Background: an optimization exercise with open tools, aiming at small area. Do not read the settings as production practice. In this exercise RTL edits were held to simulation tests only and were not proved equivalent to the original.

==> inputs of job 9651 <==
==> flow/design.v <==
module SPI_top(
    input wire i_clk,
    input wire i_rst,
    output wire o_mosi,
    output wire o_cs,
    output wire o_dc,
    output wire o_rst
);
    localparam K_L  = 2'd0;    
    localparam K_L2 = 2'd1;    
    localparam K_H  = 2'd2;    
    localparam K_V  = 2'd3;    
    wire w_rst = ~i_rst;
    assign o_rst = i_rst;
    reg        r_cs;
    reg        r_dc;
    reg [4:0]  r_t;       
    reg [4:0]  r_seg;     
    reg [3:0]  r_step;    
    reg        r_new;     
    reg [3:0]  r_bc;      
    reg [8:0]  r_a;       
    reg [8:0]  r_b;       
    reg [7:0]  r_err;     
    reg        r_c;       
    reg [1:0] s_kind;
    reg [7:0] s_as, s_bs;   
    reg [7:0] s_p, s_n, s_e;   
    reg [7:0] s_end;      
    reg       s_dec;      
    reg [4:0] s_gap;      
    reg       s_afthv;    
    always @(*) begin
        s_kind = K_H; s_as = 0; s_bs = 0; s_end = 0; s_p = 0; s_n = 0; s_e = 0;
        s_dec = 0; s_gap = 17; s_afthv = 0;
        case (r_seg)
            5'd2:  begin s_kind=K_L;  s_as=120; s_bs=46;  s_end=225; s_p=13; s_n=222; s_e=244; s_dec=0; s_gap=18; end
            5'd3:  begin s_kind=K_L2; s_as=122; s_bs=225; s_end=245; s_p=83; s_n=216; s_e=254; s_dec=1; end
            5'd4:  begin s_kind=K_H;  s_as=55; s_bs=245; s_end=185; end
            5'd5:  begin s_kind=K_L2; s_as=122; s_bs=15; s_end=245; s_p=83; s_n=216; s_e=21; s_dec=0; s_gap=16; s_afthv=1; end
            5'd6:  begin s_kind=K_L;  s_as=15; s_bs=122; s_end=120; s_p=13; s_n=222; s_e=244; s_dec=1; end
            5'd7:  begin s_kind=K_L2; s_as=90; s_bs=120;  s_end=198; s_p=25; s_n=244; s_e=251;  s_dec=0; s_gap=19; end
            5'd8:  begin s_kind=K_L;  s_as=62; s_bs=131; s_end=155; s_p=19; s_n=207; s_e=228; s_dec=0; end
            5'd9:  begin s_kind=K_H;  s_as=62; s_bs=131; s_end=177; end
            5'd10: begin s_kind=K_L;  s_as=84; s_bs=198; s_end=177; s_p=19; s_n=207; s_e=241; s_dec=1; s_gap=16; s_afthv=1; end
            5'd11: begin s_kind=K_L2; s_as=90; s_bs=120;  s_end=198; s_p=2; s_n=255; s_e=0;  s_dec=1; end
            5'd12: begin s_kind=K_V;  s_as=46; s_bs=120;  s_end=90;  s_gap=19; end
            5'd13: begin s_kind=K_L;  s_as=177; s_bs=131; s_end=225; s_p=43; s_n=246; s_e=49; s_dec=1; s_gap=16; s_afthv=1; end
            5'd14: begin s_kind=K_L2; s_as=198; s_bs=155; s_end=245; s_p=4; s_n=249; s_e=1;  s_dec=0; end
            5'd15: begin s_kind=K_L2; s_as=198; s_bs=84; s_end=245; s_p=8; s_n=243; s_e=254; s_dec=1; end
            5'd16: begin s_kind=K_L;  s_as=15; s_bs=122; s_end=62;  s_p=43; s_n=246; s_e=14; s_dec=0; end
            default: ;
        endcase
    end
    wire w_init  = (r_seg == 5'd0);
    wire w_clear = (r_seg == 5'd1);
    wire w_done  = (r_seg == 5'd17);
    wire w_shape = !w_init && !w_clear && !w_done;
    wire w_line  = w_shape && !s_kind[1];
    wire w_h     = w_shape && (s_kind == K_H);
    wire w_v     = w_shape && (s_kind == K_V);
    wire w_ymaj  = s_kind[0];    
    reg [7:0] r_k;        
    reg [7:0] r_hi;
    reg       r_len16;
    reg [2:0] r_src;      
    always @(*) begin
        r_k = 8'h00; r_hi = 8'h00; r_len16 = 1'b0; r_src = 3'd0;
        if (w_init) begin
            case (r_step)
                4'd0:  r_k = 8'h01;
                4'd1:  r_k = 8'hC0;
                4'd2:  begin r_k = 8'h23; r_len16 = 1; end
                4'd3:  r_k = 8'hC1;
                4'd4:  begin r_k = 8'h10; r_len16 = 1; end
                4'd5:  r_k = 8'hC5;
                4'd6:  begin r_k = 8'h28; r_hi = 8'h3E; r_len16 = 1; end
                4'd7:  r_k = 8'hC7;
                4'd8:  begin r_k = 8'h86; r_len16 = 1; end
                4'd9:  r_k = 8'h36;
                4'd10: begin r_k = 8'h88; r_len16 = 1; end
                4'd11: r_k = 8'h3A;
                4'd12: begin r_k = 8'h55; r_len16 = 1; end
                4'd13: r_k = 8'h11;
                default: r_k = 8'h29;
            endcase
        end else begin
            case (r_step)
                4'd0:  r_k = 8'h2A;
                4'd2:  r_src = w_ymaj ? 3'd2 : 3'd1;
                4'd4:  if (w_clear) r_k = 8'd239;
                       else r_src = w_h ? 3'd3 : w_ymaj ? 3'd2 : 3'd1;
                4'd5:  r_k = 8'h2B;
                4'd6:  r_src = 3'd4;
                4'd7:  r_src = w_ymaj ? 3'd1 : 3'd2;
                4'd8:  r_src = 3'd4;
                4'd9:  r_src = w_v ? 3'd3 : w_ymaj ? 3'd1 : 3'd2;
                4'd10: r_k = 8'h2C;
                4'd11: r_k = w_clear ? 8'h00 : 8'hFF;
                default: ;
            endcase
        end
    end
    wire [2:0] w_bsel = ~r_t[2:0];
    wire [7:0] w_kbyte = (r_len16 && !r_t[3]) ? r_hi : r_k;
    reg r_bit;
    always @(*) begin
        case (r_src)
            3'd1:    r_bit = r_a[w_bsel];
            3'd2:    r_bit = r_b[w_bsel] ^ s_dec;
            3'd3:    r_bit = s_end[w_bsel];
            3'd4:    r_bit = (w_bsel == 0) && (r_b[8] ^ s_dec);
            default: r_bit = w_kbyte[w_bsel];
        endcase
    end
    assign o_mosi = !r_cs && r_bit;
    assign o_cs   = r_cs;
    assign o_dc   = r_dc;
    wire w_next_data = w_init ? (!r_step[0] && r_step != 0 && r_step != 14)
                              : !(r_step == 0 || r_step == 5 || r_step == 10);
    reg [4:0] r_gap;      
    reg [4:0] r_fall;     
    always @(*) begin
        if (w_init) begin
            r_gap  = (r_step == 0) ? 5'd3 : 5'd13;
            r_fall = 5'd12;
        end else begin
            case (r_step)
                4'd0: begin
                    if (r_new) begin
                        r_gap  = w_clear ? 5'd15 : s_gap;
                        r_fall = s_afthv ? 5'd13 : 5'd14;
                    end else begin
                        r_gap  = w_clear ? 5'd15 : 5'd16;
                        r_fall = w_clear ? 5'd14 : 5'd15;
                    end
                end
                4'd1, 4'd5, 4'd6, 4'd10: begin r_gap = 5'd14; r_fall = 5'd13; end
                default: begin r_gap = 5'd13; r_fall = 5'd13; end
            endcase
        end
    end
    wire w_cmp   = w_clear ? (r_a[8] && r_a[7] && r_a[2] && r_a[0])    
                           : (r_a[7:0] == s_end);
    wire w_delay = r_cs && (r_t < 10) &&
                   ((w_init && (r_step == 1 || r_step == 14)) || (w_clear && r_new && r_step == 0));
    wire w_tick  = r_a[7] && r_a[5] && r_a[3] && (r_bc == 4'd11);    
    wire w_xend  = r_t == (r_len16 ? 5'd15 : 5'd7);
    wire w_last  = w_line ? (r_bc == 15) : (r_bc == 14 && w_cmp);
    wire w_segend = w_line ? w_cmp : (w_clear ? (r_b[8] && r_b[6]) : 1'b1);
    wire w_load  = r_cs && r_step == 0 && r_t == 12 && !w_init;
    wire w_eop   = r_cs && r_step == 0 && w_line && r_t[4:3] == 2'b00;
    wire [2:0] w_bi = r_t[2:0];
    wire w_opb   = r_err[7] ? s_p[w_bi] : s_n[w_bi];
    wire w_cin   = (w_bi != 0) && r_c;
    wire w_abit  = (w_bi == 7) ? r_err[7] : r_err[0];
    wire w_sum   = w_abit ^ w_opb ^ w_cin;
    wire w_cout  = (w_abit & w_opb) | (w_abit & w_cin) | (w_opb & w_cin);
    wire w_ebit  = r_new ? s_e[w_bi] : w_sum;
    always @(posedge i_clk) begin
        r_c <= w_cout;
        if (w_eop) begin
            if (w_bi == 7) r_err[7]   <= w_ebit;
            else           r_err[6:0] <= {w_ebit, r_err[6:1]};
        end
    end
    always @(posedge i_clk or posedge w_rst) begin
        if (w_rst) begin
            r_cs   <= 1'b1;
            r_dc   <= 1'b0;
            r_t    <= 5'd0;
            r_seg  <= 5'd0;
            r_step <= 4'd0;
            r_new  <= 1'b0;
            r_bc   <= 4'd0;
            r_a    <= 9'd0;
        end else begin
            if (!r_cs) begin
                if (w_xend) begin
                    r_cs <= 1'b1;
                    r_t  <= 5'd0;
                    if (w_init) begin
                        if (r_step == 14) begin
                            r_seg  <= 5'd1;
                            r_step <= 4'd0;
                            r_new  <= 1'b1;
                        end else begin
                            r_step <= r_step + 1'b1;
                        end
                    end else if (r_step != 11) begin
                        r_step <= r_step + 1'b1;
                    end else begin
                        r_bc <= w_last ? 4'd0 : r_bc + 1'b1;
                        if (r_bc == 15) r_a <= r_a + 1'b1;    
                        if (w_last) begin
                            r_step <= 4'd0;
                            if (w_segend) begin
                                r_seg <= r_seg + 1'b1;
                                r_new <= 1'b1;
                            end
                        end
                    end
                end else begin
                    r_t <= r_t + 1'b1;
                end
            end else begin
                if (w_delay) begin
                    if (w_tick) begin
                        r_a  <= 9'd0;
                        r_bc <= 4'd0;
                        r_t  <= r_t + 1'b1;
                    end else begin
                        r_bc <= r_bc + 1'b1;
                        if (r_bc == 15) r_a <= r_a + 1'b1;
                    end
                end else if (!w_done && r_t == r_gap - 1) begin
                    r_cs  <= 1'b0;
                    r_t   <= 5'd0;
                    r_new <= 1'b0;
                end else begin
                    r_t <= r_t + 1'b1;
                end
                if (r_t == 11 && w_next_data && !w_done) r_dc <= 1'b1;
                if (r_t == r_fall - 1 && !w_next_data) r_dc <= 1'b0;
                if (w_load && (r_new || w_clear)) r_a <= {1'b0, s_as};
            end
        end
    end
    always @(posedge i_clk) begin
        if (!r_cs) begin
            if (w_xend && !w_init && r_step == 7 && w_clear)
                r_b <= r_b + 9'd8;
        end else begin
            if (r_t == 0 && r_step == 0 && !r_new && w_line && r_err[7])
                r_b <= r_b + 1'b1;
            if (w_load && r_new)
                r_b <= {s_dec, s_bs ^ {8{s_dec}}};
        end
    end
endmodule
==> flow/flow/run.sh <==
#!/bin/bash
# Own layout flow: the standard ORFS layout (standard.sh), with changes
# that only affect cell area:
#  - synthesis maps the logic with an area-oriented ABC script (area.abc.in:
#    deep logic synthesis, then area-recovering mapping) instead of ORFS's
#    speed script, and adders are left to ABC as plain logic instead of being
#    mapped to the library's half/full adder cells first (ADDER_MAP_FILE
#    empty), so ABC optimises them with the logic around them. Synthesis runs
#    NSEED times with different random seeds, in parallel, and the layout
#    continues from the smallest netlist. Registers,
#    their names and cell types are the standard synthesis's: ABC only remaps
#    the combinational logic after dfflibmap;
#  - port buffers use the smallest buffer cell (every port still gets one);
#  - CTS builds its usual H-tree from clkbuf_8 cells and adds no dummy loads.
# Each tool's output goes to a log file in the work folder: synth_N.log for
# each synthesis run, flow_make.log for the rest of the layout.
set -euo pipefail
WORK=$(pwd)
NSEED=${NSEED:-4}
ABC_TIME=${ABC_TIME:-900}
export BUFFER_PORTS_ARGS="-buffer_cell sky130_fd_sc_hd__buf_1"
export CTS_ARGS="-sink_clustering_enable -repair_clock_nets -buf_list sky130_fd_sc_hd__clkbuf_8 -dont_use_dummy_load"

grep -q "WORK_HOME=$WORK/orfs " standard.sh
grep -q "$WORK/synth_recipe.tcl" standard.sh
grep -q " CLKGATE_MAP_FILE= " standard.sh
sed -e "s# CLKGATE_MAP_FILE= # CLKGATE_MAP_FILE= ADDER_MAP_FILE= #" standard.sh > standard_area.sh
grep -q " ADDER_MAP_FILE= " standard_area.sh
for s in $(seq 1 "$NSEED"); do
  sed -e "s/@SEED@/$s/" -e "s/@TIME@/$ABC_TIME/" flow/area.abc.in > "area_$s.abc"
  # The standard flow's synthesis script, with yosys's abc command redirected to area_$s.abc
  {
    head -n 1 synth_recipe.tcl
    cat <<TCL
proc abc {args} {
  set i [lsearch -exact \$args -script]
  if {\$i >= 0} { lset args [expr {\$i + 1}] {$WORK/area_$s.abc} }
  yosys abc {*}\$args
}
TCL
    tail -n +2 synth_recipe.tcl
  } > "area_synth_$s.tcl"
  sed -e "s#$WORK/synth_recipe.tcl#$WORK/area_synth_$s.tcl#" \
      -e "s#WORK_HOME=$WORK/orfs #WORK_HOME=$WORK/orfs_$s #" standard_area.sh > "standard_$s.sh"
  bash "standard_$s.sh" synth > "synth_$s.log" 2>&1 &
done
wait

best=""; best_area=""
for s in $(seq 1 "$NSEED"); do
  stat="orfs_$s/reports/$FLOW_PLATFORM/SPI_top/base/synth_stat.txt"
  [[ -f $stat ]] || continue
  a=$(grep "Chip area" "$stat" | tail -n 1 | awk '{print $NF}')
  echo "synthesis seed $s: area $a" >> synth_pick.log
  if [[ -z $best ]] || awk -v a="$a" -v b="$best_area" 'BEGIN { exit !(a < b) }'; then
    best=$s; best_area=$a
  fi
done
[[ -n $best ]]
echo "picked seed $best" >> synth_pick.log
rm -rf orfs
mv "orfs_$best" orfs
for s in $(seq 1 "$NSEED"); do rm -rf "orfs_$s"; done

# the rest of the layout, from the picked synthesis
sed -e "s#$WORK/synth_recipe.tcl#$WORK/area_synth_$best.tcl#" standard_area.sh > area_standard.sh
bash area_standard.sh > flow_make.log 2>&1
test -f out/final.def
==> flow/flow/area.abc.in <==
strash
&get -n
&deepsyn -T @TIME@ -S @SEED@
&put
strash
&get -n
&dch -f
&nf -p -R 1000 -F 16 -A 4 -C 32 -a
&put
==> flow/standard.sh <==
#!/bin/bash
# synth_recipe.tcl (not shown) runs the flow's synth.tcl, then flattens the netlist and writes it again
# the make line also repeats each setting of config.mk as NAME=value (left out here)
make -C /OpenROAD-flow-scripts/flow DESIGN_CONFIG=/design/flow/config.mk WORK_HOME=/design/flow/orfs CLKGATE_MAP_FILE= SYNTH_SCRIPT=/design/flow/synth_recipe.tcl "${@:-finish}"
==> flow/config.mk <==
export PLATFORM = sky130hd
export DESIGN_NAME = SPI_top
export DESIGN_NICKNAME = SPI_top
export VERILOG_FILES = /design/flow/design.v
export SDC_FILE = /design/flow/constraint.sdc
export NUM_CORES = 4
export LEC_CHECK = 0
export CAP_MARGIN = 20
export CORE_MARGIN = 2
export CORE_UTILIZATION = 40
export GPL_TIMING_DRIVEN = 0
export SLEW_MARGIN = 20
==> flow/constraint.sdc <==
create_clock -name core_clock -period 10.0 [get_ports {i_clk}]
set_input_delay 2.0000 -clock core_clock [delete_from_list [all_inputs] [get_ports {i_clk}]]
set_output_delay 2.0000 -clock core_clock [all_outputs]
set_load 0.01 [all_outputs]
==> job 1070 (differences from job 9651) <==
--- a/flow/design.v
+++ b/flow/design.v
@@ -172,8 +172,6 @@
             r_seg  <= 5'd0;
             r_step <= 4'd0;
             r_new  <= 1'b0;
-            r_bc   <= 4'd0;
-            r_a    <= 9'd0;
         end else begin
             if (!r_cs) begin
                 if (w_xend) begin
@@ -190,8 +188,6 @@
                     end else if (r_step != 11) begin
                         r_step <= r_step + 1'b1;
                     end else begin
-                        r_bc <= w_last ? 4'd0 : r_bc + 1'b1;
-                        if (r_bc == 15) r_a <= r_a + 1'b1;    
                         if (w_last) begin
                             r_step <= 4'd0;
                             if (w_segend) begin
@@ -205,14 +201,8 @@
                 end
             end else begin
                 if (w_delay) begin
-                    if (w_tick) begin
-                        r_a  <= 9'd0;
-                        r_bc <= 4'd0;
+                    if (w_tick)
                         r_t  <= r_t + 1'b1;
-                    end else begin
-                        r_bc <= r_bc + 1'b1;
-                        if (r_bc == 15) r_a <= r_a + 1'b1;
-                    end
                 end else if (!w_done && r_t == r_gap - 1) begin
                     r_cs  <= 1'b0;
                     r_t   <= 5'd0;
@@ -222,19 +212,23 @@
                 end
                 if (r_t == 11 && w_next_data && !w_done) r_dc <= 1'b1;
                 if (r_t == r_fall - 1 && !w_next_data) r_dc <= 1'b0;
-                if (w_load && (r_new || w_clear)) r_a <= {1'b0, s_as};
             end
         end
     end
+    wire w_bbyte = !r_cs && w_xend && !w_init && r_step == 11;    
+    wire w_dcnt  = w_delay && !w_tick;
+    wire w_clr   = (w_delay && w_tick) || (!r_cs && w_init && r_step == 0);
+    wire w_bcinc = (w_bbyte && !w_last) || w_dcnt;
+    wire w_ainc  = (w_bbyte || w_dcnt) && r_bc == 4'd15;    
+    wire w_aload = w_load && (r_new || w_clear);
     always @(posedge i_clk) begin
-        if (!r_cs) begin
-            if (w_xend && !w_init && r_step == 7 && w_clear)
-                r_b <= r_b + 9'd8;
-        end else begin
-            if (r_t == 0 && r_step == 0 && !r_new && w_line && r_err[7])
-                r_b <= r_b + 1'b1;
-            if (w_load && r_new)
-                r_b <= {s_dec, s_bs ^ {8{s_dec}}};
-        end
-    end
+        r_bc <= (w_clr || (w_bbyte && w_last)) ? 4'd0 : r_bc + {3'd0, w_bcinc};
+        r_a  <= w_clr ? 9'd0 : w_aload ? {1'b0, s_as} : r_a + {8'd0, w_ainc};
+    end
+    wire w_b8  = !r_cs && w_xend && !w_init && r_step == 7 && w_clear;
+    wire w_b1  = r_cs && r_t == 0 && r_step == 0 && !r_new && w_line && r_err[7];
+    wire w_bld = w_load && r_new;
+    wire [8:0] w_bnext = r_b + {5'd0, w_b8, 2'd0, w_b1};
+    always @(posedge i_clk)
+        r_b <= w_bld ? {s_dec, s_bs ^ {8{s_dec}}} : w_bnext;
 endmodule
--- a/flow/flow/run.sh
+++ b/flow/flow/run.sh
@@ -17,7 +17,7 @@
 set -euo pipefail
 WORK=$(pwd)
 NSEED=${NSEED:-4}
-ABC_TIME=${ABC_TIME:-900}
+ABC_TIME=${ABC_TIME:-1800}
 export BUFFER_PORTS_ARGS="-buffer_cell sky130_fd_sc_hd__buf_1"
 export CTS_ARGS="-sink_clustering_enable -repair_clock_nets -buf_list sky130_fd_sc_hd__clkbuf_8 -dont_use_dummy_load"
 
==> job 4957 (differences from job 9651) <==
--- a/flow/design.v
+++ b/flow/design.v
@@ -172,8 +172,6 @@
             r_seg  <= 5'd0;
             r_step <= 4'd0;
             r_new  <= 1'b0;
-            r_bc   <= 4'd0;
-            r_a    <= 9'd0;
         end else begin
             if (!r_cs) begin
                 if (w_xend) begin
@@ -190,8 +188,6 @@
                     end else if (r_step != 11) begin
                         r_step <= r_step + 1'b1;
                     end else begin
-                        r_bc <= w_last ? 4'd0 : r_bc + 1'b1;
-                        if (r_bc == 15) r_a <= r_a + 1'b1;    
                         if (w_last) begin
                             r_step <= 4'd0;
                             if (w_segend) begin
@@ -205,14 +201,8 @@
                 end
             end else begin
                 if (w_delay) begin
-                    if (w_tick) begin
-                        r_a  <= 9'd0;
-                        r_bc <= 4'd0;
+                    if (w_tick)
                         r_t  <= r_t + 1'b1;
-                    end else begin
-                        r_bc <= r_bc + 1'b1;
-                        if (r_bc == 15) r_a <= r_a + 1'b1;
-                    end
                 end else if (!w_done && r_t == r_gap - 1) begin
                     r_cs  <= 1'b0;
                     r_t   <= 5'd0;
@@ -222,19 +212,23 @@
                 end
                 if (r_t == 11 && w_next_data && !w_done) r_dc <= 1'b1;
                 if (r_t == r_fall - 1 && !w_next_data) r_dc <= 1'b0;
-                if (w_load && (r_new || w_clear)) r_a <= {1'b0, s_as};
             end
         end
     end
+    wire w_bbyte = !r_cs && w_xend && !w_init && r_step == 11;    
+    wire w_dcnt  = w_delay && !w_tick;
+    wire w_clr   = (w_delay && w_tick) || (!r_cs && w_init && r_step == 0);
+    wire w_bcinc = (w_bbyte && !w_last) || w_dcnt;
+    wire w_ainc  = (w_bbyte || w_dcnt) && r_bc == 4'd15;    
+    wire w_aload = w_load && (r_new || w_clear);
     always @(posedge i_clk) begin
-        if (!r_cs) begin
-            if (w_xend && !w_init && r_step == 7 && w_clear)
-                r_b <= r_b + 9'd8;
-        end else begin
-            if (r_t == 0 && r_step == 0 && !r_new && w_line && r_err[7])
-                r_b <= r_b + 1'b1;
-            if (w_load && r_new)
-                r_b <= {s_dec, s_bs ^ {8{s_dec}}};
-        end
-    end
+        r_bc <= (w_clr || (w_bbyte && w_last)) ? 4'd0 : r_bc + {3'd0, w_bcinc};
+        r_a  <= w_clr ? 9'd0 : w_aload ? {1'b0, s_as} : r_a + {8'd0, w_ainc};
+    end
+    wire w_b8  = !r_cs && w_xend && !w_init && r_step == 7 && w_clear;
+    wire w_b1  = r_cs && r_t == 0 && r_step == 0 && !r_new && w_line && r_err[7];
+    wire w_bld = w_load && r_new;
+    wire [8:0] w_bnext = r_b + {5'd0, w_b8, 2'd0, w_b1};
+    always @(posedge i_clk)
+        r_b <= w_bld ? {s_dec, s_bs ^ {8{s_dec}}} : w_bnext;
 endmodule
==> comparison <==
In job 9651 the critical path depth is lower than in job 4957, by 4.
The highest hold slack belongs to job 9651, the lowest to job 4957.
In job 1070 the global-route usage is lower than in job 4957, by 0.49 points.
Cell count: job 4957 < job 9651 < job 1070.
In count of clock-buffer cells in the layout, job 9651 and job 1070 do not differ.
Against job 9651, the die area of job 4957 is smaller by 4.1%.
Of job 1070 and job 9651, job 9651 has the higher sequential share of layout area (gap 2.4 points).
==> figures <==
Number of multi-input logic gates: job 9651 390; job 4957 391; job 1070 399
Count of fill cells added during filler insertion: job 9651 899; job 4957 855; job 1070 869
Slew margin rel.: job 9651 29.6%; job 4957 36.0%; job 1070 38.3%
Row count: job 9651 34; job 4957 33; job 1070 33
Result of the run: job 9651 timing/DRC/antenna clean; job 4957 timing/DRC/antenna clean; job 1070 timing/DRC/antenna clean
Non-Clock Buffer Count: job 9651 8; job 4957 6; job 1070 7
Cell area after synthesis: job 9651 0.00357 mm2; job 4957 0.00342 mm2; job 1070 0.00340 mm2
Proportion of cell area occupied by multi-input gates: job 9651 58.2%; job 4957 61.7%; job 1070 61.4%
Switching Share: job 9651 20.6%; job 4957 20.7%; job 1070 21.1%
HPWL Detailed: job 9651 8.07 mm; job 4957 8.04 mm; job 1070 7.92 mm
Hold EP: job 9651 r_err[1]; job 4957 r_err[5]; job 1070 r_err[0]
Critical Path RT: job 9651 8.00 ns; job 4957 10.19 ns; job 1070 8.00 ns
Worst Setup Slack, final: job 9651 2.94 ns; job 4957 3.56 ns; job 1070 3.86 ns
Final wirelength: job 9651 11.2 mm; job 4957 11.1 mm; job 1070 10.9 mm
XOR/XNOR share of the synthesized area: job 9651 4.66%; job 4957 6.14%; job 1070 4.64%
Cell count after synthesis: job 9651 455; job 4957 452; job 1070 460

## separate check: timing with driven ports
How much do the figures lean on ideal ports? The routed layouts below were timed once more, with nothing changed but the port constraints.
Step 1 (the two cells are an assumption about what drives the block):
set clk [get_ports {i_clk}]
set_driving_cell -lib_cell sky130_fd_sc_hd__clkbuf_16 $clk
set_driving_cell -lib_cell sky130_fd_sc_hd__buf_2 [delete_from_list [all_inputs] $clk]
Step 2 times the ports against the registers' clock, not the clock port: input delays grow and output delays shrink by t, the midpoint of the rising clock arrivals with the driver on.
Three values: no drivers, after step 1, after step 2; two values: the first two.
| run | t (ns) | setup slack, ns | slew at the worst register clock pin (ns) |
|---|---|---|---|
| job 9651 | 0.334 | 2.938 / 2.905 / 3.239 | 0.09 / 0.09 |
| job 1070 | 0.335 | 3.863 / 3.831 / 3.997 | 0.10 / 0.10 |
| job 4957 | 0.332 | 3.560 / 3.560 / 3.560 | 0.09 / 0.09 |
After both steps every run listed still meets setup and hold.
